Context: an optimization exercise on an open-source flow, tuned for small area, a short achievable clock period and few clock cycles. The choices shown serve that exercise and are no tape-out recipe. In this exercise RTL edits were held to simulation tests only and were not proved equivalent to the original. Power figures rest on the tool's default switching activity, not on a simulated workload.

==> design/flow/config.mk <==
export PLATFORM = sky130hd
export DESIGN_NAME = gun
export DESIGN_NICKNAME = gun
export VERILOG_FILES = /design/flow/design.v
export SDC_FILE = /design/flow/constraint.sdc
export NUM_CORES = 4
export LEC_CHECK = 0
export CAP_MARGIN = 20
export CORE_MARGIN = 2
export CORE_UTILIZATION = 40
export SLEW_MARGIN = 20
==> design/flow/flow/run.sh <==
#!/bin/bash
set -euo pipefail
cd "$(dirname "${BASH_SOURCE[0]}")/.."
export ADDER_MAP_FILE=
bash standard.sh finish > standard_flow.log 2>&1
==> design/flow/constraint.sdc <==
create_clock -name core_clock -period 4.0 [get_ports {clk_i}]
set_input_delay 0.8000 -clock core_clock [delete_from_list [all_inputs] [get_ports {clk_i}]]
set_output_delay 0.8000 -clock core_clock [all_outputs]
set_load 0.01 [all_outputs]
==> design/flow/design.v <==
module gun_st1(input [7:0] a, input [6:0] b, output [8:0] v);
    reg [7:0] s;
    always @(*) begin
        case (a)
            8'd0: s = 8'd0;
            8'd1: s = 8'd1;
            8'd2: s = 8'd4;
            8'd3: s = 8'd9;
            8'd4: s = 8'd16;
            8'd5: s = 8'd25;
            8'd6: s = 8'd36;
            8'd7: s = 8'd49;
            8'd8: s = 8'd64;
            8'd9: s = 8'd81;
            8'd10: s = 8'd100;
            8'd11: s = 8'd121;
            8'd12: s = 8'd144;
            8'd13: s = 8'd169;
            8'd14: s = 8'd196;
            8'd15: s = 8'd225;
            8'd16: s = 8'd0;
            8'd17: s = 8'd33;
            8'd18: s = 8'd68;
            8'd19: s = 8'd105;
            8'd20: s = 8'd144;
            8'd21: s = 8'd185;
            8'd22: s = 8'd228;
            8'd23: s = 8'd17;
            8'd24: s = 8'd64;
            8'd25: s = 8'd113;
            8'd26: s = 8'd164;
            8'd27: s = 8'd217;
            8'd28: s = 8'd16;
            8'd29: s = 8'd73;
            8'd30: s = 8'd132;
            8'd31: s = 8'd193;
            8'd32: s = 8'd0;
            8'd33: s = 8'd65;
            8'd34: s = 8'd132;
            8'd35: s = 8'd201;
            8'd36: s = 8'd16;
            8'd37: s = 8'd89;
            8'd38: s = 8'd164;
            8'd39: s = 8'd241;
            8'd40: s = 8'd64;
            8'd41: s = 8'd145;
            8'd42: s = 8'd228;
            8'd43: s = 8'd57;
            8'd44: s = 8'd144;
            8'd45: s = 8'd233;
            8'd46: s = 8'd68;
            8'd47: s = 8'd161;
            8'd48: s = 8'd0;
            8'd49: s = 8'd97;
            8'd50: s = 8'd196;
            8'd51: s = 8'd41;
            8'd52: s = 8'd144;
            8'd53: s = 8'd249;
            8'd54: s = 8'd100;
            8'd55: s = 8'd209;
            8'd56: s = 8'd64;
            8'd57: s = 8'd177;
            8'd58: s = 8'd36;
            8'd59: s = 8'd153;
            8'd60: s = 8'd16;
            8'd61: s = 8'd137;
            8'd62: s = 8'd4;
            8'd63: s = 8'd129;
            8'd64: s = 8'd0;
            8'd65: s = 8'd129;
            8'd66: s = 8'd4;
            8'd67: s = 8'd137;
            8'd68: s = 8'd16;
            8'd69: s = 8'd153;
            8'd70: s = 8'd36;
            8'd71: s = 8'd177;
            8'd72: s = 8'd64;
            8'd73: s = 8'd209;
            8'd74: s = 8'd100;
            8'd75: s = 8'd249;
            8'd76: s = 8'd144;
            8'd77: s = 8'd41;
            8'd78: s = 8'd196;
            8'd79: s = 8'd97;
            8'd80: s = 8'd0;
            8'd81: s = 8'd161;
            8'd82: s = 8'd68;
            8'd83: s = 8'd233;
            8'd84: s = 8'd144;
            8'd85: s = 8'd57;
            8'd86: s = 8'd228;
            8'd87: s = 8'd145;
            8'd88: s = 8'd64;
            8'd89: s = 8'd241;
            8'd90: s = 8'd164;
            8'd91: s = 8'd89;
            8'd92: s = 8'd16;
            8'd93: s = 8'd201;
            8'd94: s = 8'd132;
            8'd95: s = 8'd65;
            8'd96: s = 8'd0;
            8'd97: s = 8'd193;
            8'd98: s = 8'd132;
            8'd99: s = 8'd73;
            8'd100: s = 8'd16;
            8'd101: s = 8'd217;
            8'd102: s = 8'd164;
            8'd103: s = 8'd113;
            8'd104: s = 8'd64;
            8'd105: s = 8'd17;
            8'd106: s = 8'd228;
            8'd107: s = 8'd185;
            8'd108: s = 8'd144;
            8'd109: s = 8'd105;
            8'd110: s = 8'd68;
            8'd111: s = 8'd33;
            8'd112: s = 8'd0;
            8'd113: s = 8'd225;
            8'd114: s = 8'd196;
            8'd115: s = 8'd169;
            8'd116: s = 8'd144;
            8'd117: s = 8'd121;
            8'd118: s = 8'd100;
            8'd119: s = 8'd81;
            8'd120: s = 8'd64;
            8'd121: s = 8'd49;
            8'd122: s = 8'd36;
            8'd123: s = 8'd25;
            8'd124: s = 8'd16;
            8'd125: s = 8'd9;
            8'd126: s = 8'd4;
            8'd127: s = 8'd1;
            8'd128: s = 8'd0;
            8'd129: s = 8'd129;
            8'd130: s = 8'd4;
            8'd131: s = 8'd137;
            8'd132: s = 8'd16;
            8'd133: s = 8'd153;
            8'd134: s = 8'd36;
            8'd135: s = 8'd177;
            8'd136: s = 8'd64;
            8'd137: s = 8'd209;
            8'd138: s = 8'd100;
            8'd139: s = 8'd249;
            8'd140: s = 8'd144;
            8'd141: s = 8'd41;
            8'd142: s = 8'd196;
            8'd143: s = 8'd97;
            8'd144: s = 8'd0;
            8'd145: s = 8'd161;
            8'd146: s = 8'd68;
            8'd147: s = 8'd233;
            8'd148: s = 8'd144;
            8'd149: s = 8'd57;
            8'd150: s = 8'd228;
            8'd151: s = 8'd145;
            8'd152: s = 8'd64;
            8'd153: s = 8'd241;
            8'd154: s = 8'd164;
            8'd155: s = 8'd89;
            8'd156: s = 8'd16;
            8'd157: s = 8'd201;
            8'd158: s = 8'd132;
            8'd159: s = 8'd65;
            8'd160: s = 8'd0;
            8'd161: s = 8'd193;
            8'd162: s = 8'd132;
            8'd163: s = 8'd73;
            8'd164: s = 8'd16;
            8'd165: s = 8'd217;
            8'd166: s = 8'd164;
            8'd167: s = 8'd113;
            8'd168: s = 8'd64;
            8'd169: s = 8'd17;
            8'd170: s = 8'd228;
            8'd171: s = 8'd185;
            8'd172: s = 8'd144;
            8'd173: s = 8'd105;
            8'd174: s = 8'd68;
            8'd175: s = 8'd33;
            8'd176: s = 8'd0;
            8'd177: s = 8'd225;
            8'd178: s = 8'd196;
            8'd179: s = 8'd169;
            8'd180: s = 8'd144;
            8'd181: s = 8'd121;
            8'd182: s = 8'd100;
            8'd183: s = 8'd81;
            8'd184: s = 8'd64;
            8'd185: s = 8'd49;
            8'd186: s = 8'd36;
            8'd187: s = 8'd25;
            8'd188: s = 8'd16;
            8'd189: s = 8'd9;
            8'd190: s = 8'd4;
            8'd191: s = 8'd1;
            8'd192: s = 8'd0;
            8'd193: s = 8'd1;
            8'd194: s = 8'd4;
            8'd195: s = 8'd9;
            8'd196: s = 8'd16;
            8'd197: s = 8'd25;
            8'd198: s = 8'd36;
            8'd199: s = 8'd49;
            8'd200: s = 8'd64;
            8'd201: s = 8'd81;
            8'd202: s = 8'd100;
            8'd203: s = 8'd121;
            8'd204: s = 8'd144;
            8'd205: s = 8'd169;
            8'd206: s = 8'd196;
            8'd207: s = 8'd225;
            8'd208: s = 8'd0;
            8'd209: s = 8'd33;
            8'd210: s = 8'd68;
            8'd211: s = 8'd105;
            8'd212: s = 8'd144;
            8'd213: s = 8'd185;
            8'd214: s = 8'd228;
            8'd215: s = 8'd17;
            8'd216: s = 8'd64;
            8'd217: s = 8'd113;
            8'd218: s = 8'd164;
            8'd219: s = 8'd217;
            8'd220: s = 8'd16;
            8'd221: s = 8'd73;
            8'd222: s = 8'd132;
            8'd223: s = 8'd193;
            8'd224: s = 8'd0;
            8'd225: s = 8'd65;
            8'd226: s = 8'd132;
            8'd227: s = 8'd201;
            8'd228: s = 8'd16;
            8'd229: s = 8'd89;
            8'd230: s = 8'd164;
            8'd231: s = 8'd241;
            8'd232: s = 8'd64;
            8'd233: s = 8'd145;
            8'd234: s = 8'd228;
            8'd235: s = 8'd57;
            8'd236: s = 8'd144;
            8'd237: s = 8'd233;
            8'd238: s = 8'd68;
            8'd239: s = 8'd161;
            8'd240: s = 8'd0;
            8'd241: s = 8'd97;
            8'd242: s = 8'd196;
            8'd243: s = 8'd41;
            8'd244: s = 8'd144;
            8'd245: s = 8'd249;
            8'd246: s = 8'd100;
            8'd247: s = 8'd209;
            8'd248: s = 8'd64;
            8'd249: s = 8'd177;
            8'd250: s = 8'd36;
            8'd251: s = 8'd153;
            8'd252: s = 8'd16;
            8'd253: s = 8'd137;
            8'd254: s = 8'd4;
            8'd255: s = 8'd129;
        endcase
    end
    assign v = {2'b00, b} + {1'b0, s};
endmodule
module gun_st2(input [8:0] v, input [6:0] ap, input a7, input [6:0] b, output [14:0] sum, output [14:0] car);
    wire p1 = ap[0] & v[0];
    wire p2 = ap[0] & v[1];
    wire p3 = ap[0] & v[2];
    wire p4 = ap[0] & v[3];
    wire p5 = ap[0] & v[4];
    wire p6 = ap[0] & v[5];
    wire p7 = ap[0] & v[6];
    wire p8 = ap[0] & v[7];
    wire p9 = ap[0] & v[8];
    wire p10 = ap[1] & v[0];
    wire p11 = ap[1] & v[1];
    wire p12 = ap[1] & v[2];
    wire p13 = ap[1] & v[3];
    wire p14 = ap[1] & v[4];
    wire p15 = ap[1] & v[5];
    wire p16 = ap[1] & v[6];
    wire p17 = ap[1] & v[7];
    wire p18 = ap[1] & v[8];
    wire p19 = ap[2] & v[0];
    wire p20 = ap[2] & v[1];
    wire p21 = ap[2] & v[2];
    wire p22 = ap[2] & v[3];
    wire p23 = ap[2] & v[4];
    wire p24 = ap[2] & v[5];
    wire p25 = ap[2] & v[6];
    wire p26 = ap[2] & v[7];
    wire p27 = ap[2] & v[8];
    wire p28 = ap[3] & v[0];
    wire p29 = ap[3] & v[1];
    wire p30 = ap[3] & v[2];
    wire p31 = ap[3] & v[3];
    wire p32 = ap[3] & v[4];
    wire p33 = ap[3] & v[5];
    wire p34 = ap[3] & v[6];
    wire p35 = ap[3] & v[7];
    wire p36 = ap[3] & v[8];
    wire p37 = ap[4] & v[0];
    wire p38 = ap[4] & v[1];
    wire p39 = ap[4] & v[2];
    wire p40 = ap[4] & v[3];
    wire p41 = ap[4] & v[4];
    wire p42 = ap[4] & v[5];
    wire p43 = ap[4] & v[6];
    wire p44 = ap[4] & v[7];
    wire p45 = ap[4] & v[8];
    wire p46 = ap[5] & v[0];
    wire p47 = ap[5] & v[1];
    wire p48 = ap[5] & v[2];
    wire p49 = ap[5] & v[3];
    wire p50 = ap[5] & v[4];
    wire p51 = ap[5] & v[5];
    wire p52 = ap[5] & v[6];
    wire p53 = ap[5] & v[7];
    wire p54 = ap[5] & v[8];
    wire p55 = ap[6] & v[0];
    wire p56 = ap[6] & v[1];
    wire p57 = ap[6] & v[2];
    wire p58 = ap[6] & v[3];
    wire p59 = ap[6] & v[4];
    wire p60 = ap[6] & v[5];
    wire p61 = ap[6] & v[6];
    wire p62 = ap[6] & v[7];
    wire p63 = ap[6] & v[8];
    wire q64 = a7 & b[0];
    wire q65 = a7 & b[1];
    wire q66 = a7 & b[2];
    wire q67 = a7 & b[3];
    wire q68 = a7 & b[4];
    wire q69 = a7 & b[5];
    wire q70 = a7 & b[6];
    wire s71 = p11 ^ p19 ^ p3;
    wire c72 = (p11 & p19) | (p11 & p3) | (p19 & p3);
    wire s73 = p12 ^ p20 ^ p28;
    wire c74 = (p12 & p20) | (p12 & p28) | (p20 & p28);
    wire s75 = p4 ^ c72 ^ s73;
    wire c76 = (p4 & c72) | (p4 & s73) | (c72 & s73);
    wire s77 = p13 ^ p21 ^ p29;
    wire c78 = (p13 & p21) | (p13 & p29) | (p21 & p29);
    wire s79 = p37 ^ p5 ^ c74;
    wire c80 = (p37 & p5) | (p37 & c74) | (p5 & c74);
    wire s81 = s77 ^ c76 ^ s79;
    wire c82 = (s77 & c76) | (s77 & s79) | (c76 & s79);
    wire s83 = p14 ^ p22 ^ p30;
    wire c84 = (p14 & p22) | (p14 & p30) | (p22 & p30);
    wire s85 = p38 ^ p46 ^ p6;
    wire c86 = (p38 & p46) | (p38 & p6) | (p46 & p6);
    wire s87 = c78 ^ s83 ^ s85;
    wire c88 = (c78 & s83) | (c78 & s85) | (s83 & s85);
    wire s89 = c80 ^ s87 ^ c82;
    wire c90 = (c80 & s87) | (c80 & c82) | (s87 & c82);
    wire s91 = p15 ^ p23 ^ p31;
    wire c92 = (p15 & p23) | (p15 & p31) | (p23 & p31);
    wire s93 = p39 ^ p47 ^ p55;
    wire c94 = (p39 & p47) | (p39 & p55) | (p47 & p55);
    wire s95 = p7 ^ c84 ^ c86;
    wire c96 = (p7 & c84) | (p7 & c86) | (c84 & c86);
    wire s97 = s91 ^ s93 ^ c88;
    wire c98 = (s91 & s93) | (s91 & c88) | (s93 & c88);
    wire s99 = s95 ^ s97 ^ c90;
    wire c100 = (s95 & s97) | (s95 & c90) | (s97 & c90);
    wire s101 = p16 ^ p24 ^ p32;
    wire c102 = (p16 & p24) | (p16 & p32) | (p24 & p32);
    wire s103 = p40 ^ p48 ^ p56;
    wire c104 = (p40 & p48) | (p40 & p56) | (p48 & p56);
    wire s105 = p8 ^ c92 ^ c94;
    wire c106 = (p8 & c92) | (p8 & c94) | (c92 & c94);
    wire s107 = s101 ^ s103 ^ c96;
    wire c108 = (s101 & s103) | (s101 & c96) | (s103 & c96);
    wire s109 = q64 ^ s105 ^ s107;
    wire c110 = (q64 & s105) | (q64 & s107) | (s105 & s107);
    wire s111 = c98 ^ s109 ^ c100;
    wire c112 = (c98 & s109) | (c98 & c100) | (s109 & c100);
    wire s113 = p17 ^ p25 ^ p33;
    wire c114 = (p17 & p25) | (p17 & p33) | (p25 & p33);
    wire s115 = p41 ^ p49 ^ p57;
    wire c116 = (p41 & p49) | (p41 & p57) | (p49 & p57);
    wire s117 = p9 ^ c102 ^ c104;
    wire c118 = (p9 & c102) | (p9 & c104) | (c102 & c104);
    wire s119 = s113 ^ s115 ^ c106;
    wire c120 = (s113 & s115) | (s113 & c106) | (s115 & c106);
    wire s121 = q65 ^ s117 ^ c108;
    wire c122 = (q65 & s117) | (q65 & c108) | (s117 & c108);
    wire s123 = s119 ^ c110 ^ s121;
    wire c124 = (s119 & c110) | (s119 & s121) | (c110 & s121);
    wire s125 = p18 ^ p26 ^ p34;
    wire c126 = (p18 & p26) | (p18 & p34) | (p26 & p34);
    wire s127 = p42 ^ p50 ^ p58;
    wire c128 = (p42 & p50) | (p42 & p58) | (p50 & p58);
    wire s129 = c114 ^ c116 ^ s125;
    wire c130 = (c114 & c116) | (c114 & s125) | (c116 & s125);
    wire s131 = s127 ^ c118 ^ q66;
    wire c132 = (s127 & c118) | (s127 & q66) | (c118 & q66);
    wire s133 = s129 ^ c120 ^ s131;
    wire c134 = (s129 & c120) | (s129 & s131) | (c120 & s131);
    wire s135 = c122 ^ s133 ^ c124;
    wire c136 = (c122 & s133) | (c122 & c124) | (s133 & c124);
    wire s137 = p27 ^ p35 ^ p43;
    wire c138 = (p27 & p35) | (p27 & p43) | (p35 & p43);
    wire s139 = p51 ^ p59 ^ c126;
    wire c140 = (p51 & p59) | (p51 & c126) | (p59 & c126);
    wire s141 = c128 ^ s137 ^ q67;
    wire c142 = (c128 & s137) | (c128 & q67) | (s137 & q67);
    wire s143 = c130 ^ s139 ^ c132;
    wire c144 = (c130 & s139) | (c130 & c132) | (s139 & c132);
    wire s145 = s141 ^ c134 ^ s143;
    wire c146 = (s141 & c134) | (s141 & s143) | (c134 & s143);
    wire s147 = p36 ^ p44 ^ p52;
    wire c148 = (p36 & p44) | (p36 & p52) | (p44 & p52);
    wire s149 = p60 ^ c138 ^ s147;
    wire c150 = (p60 & c138) | (p60 & s147) | (c138 & s147);
    wire s151 = c140 ^ q68 ^ s149;
    wire c152 = (c140 & q68) | (c140 & s149) | (q68 & s149);
    wire s153 = c142 ^ s151 ^ c144;
    wire c154 = (c142 & s151) | (c142 & c144) | (s151 & c144);
    wire s155 = p45 ^ p53 ^ p61;
    wire c156 = (p45 & p53) | (p45 & p61) | (p53 & p61);
    wire s157 = c148 ^ s155 ^ q69;
    wire c158 = (c148 & s155) | (c148 & q69) | (s155 & q69);
    wire s159 = c150 ^ s157 ^ c152;
    wire c160 = (c150 & s157) | (c150 & c152) | (s157 & c152);
    wire s161 = p54 ^ p62 ^ c156;
    wire c162 = (p54 & p62) | (p54 & c156) | (p62 & c156);
    wire s163 = q70 ^ s161 ^ c158;
    wire c164 = (q70 & s161) | (q70 & c158) | (s161 & c158);
    wire t165 = p63 ^ c162 ^ c164;
    assign sum = {t165, s163, s159, c146, s145, s135, s123, s111, s99, s89, s81, s75, s71, p10, p1};
    assign car = {1'b0, c160, c154, s153, c136, 1'b0, c112, 1'b0, 1'b0, 1'b0, 1'b0, 1'b0, 1'b0, p2, 1'b0};
endmodule
module gun(
    input rst_i,
    input clk_i,
    input [15:0] sw_i,
    output busy,
    output [14:0] leds
);
wire [7:0] a = sw_i[15:8];
wire [6:0] b = sw_i[6:0];
reg c1, c2;          
reg [14:0] r0;
reg [14:0] r1;        
wire [8:0] v;
wire [14:0] sum, car;
gun_st1 st1(.a(a), .b(b), .v(v));
gun_st2 st2(.v(r0[8:0]), .ap({r1[0], r1[13], r1[12], r1[11], r1[10], r1[8], r1[1]}), .a7(a[7]), .b(b), .sum(sum), .car(car));
assign busy = rst_i | c1 | c2;
assign leds = r0 + {1'b0, r1[13], r1[12], r1[11], r1[10], 1'b0, r1[8], 1'b0, 1'b0, 1'b0, 1'b0, 1'b0, 1'b0, r1[1], 1'b0};
always @(posedge clk_i) begin
    c1 <= rst_i;
    c2 <= c1 & ~rst_i;
end
always @(posedge clk_i) begin
    if (c2)
        r0 <= sum;
    else if (c1)
        r0[8:0] <= v;
end
always @(posedge clk_i) begin
    if (c2) r1[0] <= 1'b0; else if (c1) r1[0] <= a[6];
    if (c2) r1[1] <= car[1]; else if (c1) r1[1] <= a[0];
    if (c2) r1[8] <= car[8]; else if (c1) r1[8] <= a[1];
    if (c2) r1[10] <= car[10]; else if (c1) r1[10] <= a[2];
    if (c2) r1[11] <= car[11]; else if (c1) r1[11] <= a[3];
    if (c2) r1[12] <= car[12]; else if (c1) r1[12] <= a[4];
    if (c2) r1[13] <= car[13]; else if (c1) r1[13] <= a[5];
end
endmodule
==> design/flow/standard.sh <==
#!/bin/bash
# synth_recipe.tcl (not shown) runs the flow's synth.tcl, then flattens the netlist and writes it again
# the make line also repeats each setting of config.mk as NAME=value (left out here)
make -C /OpenROAD-flow-scripts/flow DESIGN_CONFIG=/design/flow/config.mk WORK_HOME=/design/flow/orfs CLKGATE_MAP_FILE= SYNTH_SCRIPT=/design/flow/synth_recipe.tcl "${@:-finish}"
==> run notes <==
## layout make-up
type                            count  area [um2]
Inverter                           14        52.6
Timing Repair Buffer               48         439
Clock inverter                      1        30.0
Sequential cell                    24         691
Clock buffer                        3        41.3
Multi-Input combinational cell    374        2680
Tap cell                          108         135
Fill cell                         875        4610
## through the flow
step	util, %	total power [W]	hold slack (ns)	instances
6_report	46.9	0.00352	0.514	572
5_1_grt	46.9	0.00381	0.547	572
4_1_cts	46.9	0.00354	0.520	572
3_5_place_dp	45.9	0.00329	0.500	567
3_3_place_gp	45.9	0.00322	0.498	567
2_1_floorplan	-	0.00264	0.474	442
## logic make-up after synthesis
kind of cell / Yosys count
compound gates: 69
buf+inv: 44
mux: 7
flops: 24
xor+xnor: 118
fa+ha+maj: 41
simple gates: 139
## where the power goes
part	switching, W	leakage (nW)	internal [W]
Sequential	0.0000800	0.234	0.000424
Clock	0.0000878	0.0357	0.000134
Combinational	0.00142	1.18	0.00137
Total	0.00159	1.45	0.00193
## worst reg2reg max path, delay by kind of cell, from the launching register on
family	cells	cell delay, ns
xor+xnor	1	0.17
flops	1	0.74
mux	1	0.26
fa+ha+maj	4	1.54
simple gates	1	0.20
## worst max path at each step
stage	from	endpoint	slack [ns]	cells after the start
after global placement	r0[3]$_DFFE_PP_	leds[14]	0.15	9
after detailed placement	r0[3]$_DFFE_PP_	leds[14]	0.1	9
final	r0[3]$_DFFE_PP_	leds[14]	0.25	9
after floorplan	r0[3]$_DFFE_PP_	leds[14]	0.64	9
after global routing	r0[3]$_DFFE_PP_	leds[13]	0.08	8
after CTS	r0[3]$_DFFE_PP_	leds[14]	0.21	9
## repair_timing
action	in CTS	in global routing
buffers inserted	1	0
endpoints found under the setup margin	1	0
hold buffers	0	0
resized for setup	4	0
## state kept, by name (all words and copies together) (netlist names)
| signal | count |
|---|---|
| r1 | 7 |
| c1 | 1 |
| r0 | 15 |
| c2 | 1 |
## cell usage after synthesis (5+ instances only)
cell | number | area [um2]
xnor2_1 | 82 | 718
nand2_1 | 81 | 304
maj3_1 | 34 | 340
xor2_1 | 30 | 263
edfxtp_1 | 21 | 631
a21oi_1 | 19 | 95.1
o21ai_0 | 18 | 90.1
nor2_1 | 16 | 60.1
inv_1 | 14 | 52.6
clkbuf_1 | 12 | 45.0
buf_2 | 11 | 55.1
a31oi_1 | 8 | 50.1
maj3_2 | 7 | 78.8
nand3_1 | 7 | 35.0
and2_1 | 6 | 37.5
buf_4 | 5 | 37.5
## metal layers
layer / routed length, um / up-vias / GRT usage [%]
met3: 377 / 4 / 2.00
met5: 0 / - / 0
met1: 4120 / 1457 / 24.5
met2: 4120 / 71 / 31.7
met4: 72 / 0 / 4.64
li1: - / 1555 / -
==> impl_results.md <==
* Status: finished clean
* # setup viols final at 0
* Area growth, synth to finish at 14.3%
* Max-slew headroom at ~56%
* Vias in the first global route at about 3,000
* Die area at 0.00967 mm2
* Initial Util at 41.0%
* Share of layout cells above drive strength 1 at under 10%
* Worst-Margin Slew at 0.664 ns
* DR vias at roughly 3,100
* FF-to-FF Start: r1[11]$_DFFE_PP_
* Clk sinks at 24
* IO buf count at 32
* GRT overflow at 0
* Synth Area in XOR/XNOR at 31.4%
* Commonest non-fill, non-tap cell in the layout: xnor2_1
* Worst reg2reg endpoint: r1[11]$_DFFE_PP_
* Worst Setup Slack, final at 0.245 ns
* Power Density at about 860 mW/mm2
* Yosys cell types at just over 50
* Final Cell Area at 0.00407 mm2
* Post-synthesis mux area share at 2.07%
* IO Pins at 34
* Final Hold Viols at 0
* Post-route ant nets at 0
* Min Tclk post-route at 3.75 ns
* Final nets at 483
* MaxCap Viol Count at 0
* FF+latch count, synth at 24
* CP Capture Type: output pin
* Routed WL at 8.69 mm
* Fin Setup TNS at 0 ns
* CP top delay family: adder cells
* Root buf cell: clkbuf_8
* Setup CP Type: flop to output pin
* Cells after Synth at 442
* GRT Total Usage at 18.3%
* Initial DRC Count at roughly 130
* WP data arrival at 2.95 ns
* DP Wirelength at 6.78 mm
* CP Buf/Inv Count at 1
* R2R depth at 7
* H-tree depth at 1
* Core ar. at ~0.0087 mm2
* CP max FO at 4
* Top_reg_cell synth: edfxtp_1
* Final Max Slew Viols at 0
* Required time worst endpoint at 3.20 ns
* Min-Delay Startpoint: c1$_DFF_P_
* Die height at slightly below 100 um
* Maximum VDD drop at 0.310 mV
* TritonCTS clock tree: yes
* RePlAce Congestion at 0.805
* Worst path cell trace: and4_1 -> and4_1 -> maj3_2 -> a31oi_2 -> maj3_2 -> a21oi_1 -> maj3_1 -> xor2_1 -> dlygate4sd2_1
* Fmax at between 200 and 300 MHz
* Unrepaired setup endpoints after global routing: false
* CP max-delay cell: edfxtp_1
* Worst hold endpoint: c2$_DFF_P_
* DRC at 0
* Highest-count cells in the layout ignoring fill and taps: xnor2_1, nand2_1, maj3_1
* Row cnt at 34
* Syn_nets at 460
* Cell Area, Synth at 0.00356 mm2
* Main combinational cell family by area after synthesis: XOR/XNOR gates
* Crit path largest cell delay at 0.39 ns
* Drt pass-1 iters at 4
* CTS buffer count at 3
* Clk latency of the worst-skew pair at 0.27 ns
* Syn Area/Cell at between 8 and 9 um2
* Startpoint types: flop
* Global-route wire length before repair at 14.5 mm
* Pleak at around 1.5 nW
* Longest Clk Path Bufs at 2
* Drt wl/cell at 15.2 um
* Reg clk slew, reported paths at roughly 0.090 ns
* Placed Area at approximately 0.004 mm2
* Post-synth EDFFs at 21
* Synth Area in Adders at 11.8%
* Die width at 98.4 um
* Layout Skew at 0.00241 ns
* Asr flop ratio synth at 0%
* Hold Path Class: flop to flop
* Synth Area in Compound Gates at 11.8%
* Simple-Gate Fraction of Synth Area at ~18%
* Hold depth at 1
* Seq/Total Area, Yosys at 19.4%
* Largest net degree at the start of global routing at 26
* Antenna cells at 0
* Initial antenna violation count at 0
* FF-to-FF setup slack at 0.85 ns
* Setup WS pre-CTS at about 0.096 ns
* Synth Warn # at 2
* Crit share post-route at 93.9%
* Vias per cell at roughly 5.4
Testbench counts, summed over its fixed seeds: cycles 6,400.

[afterwards: timing with drivers on the ports]
No port has a modelled driver above. Below, the same layout with a new extraction and two added sets of constraints. Step 1 assumes that a clkbuf_16 drives the clock port and a buf_2 every other input. Step 2 times the ports against the registers' clock, not the clock port: input delays grow and output delays shrink by t, the midpoint of the rising clock arrivals with the driver on. Three values: ideal, step 1, step 2; two values: the first two.
shift t [ns]: 0.301
slack for setup (ns): 0.245 / 0.217 / 0.519
hold WS [ns]: 0.514 / 0.514 / 0.514
cell pins on the clock port's net: 1
After both steps this run still meets setup and hold. For this run, drivers alone change the setup slack by -0.028 ns; drivers and shift together by +0.274 ns.
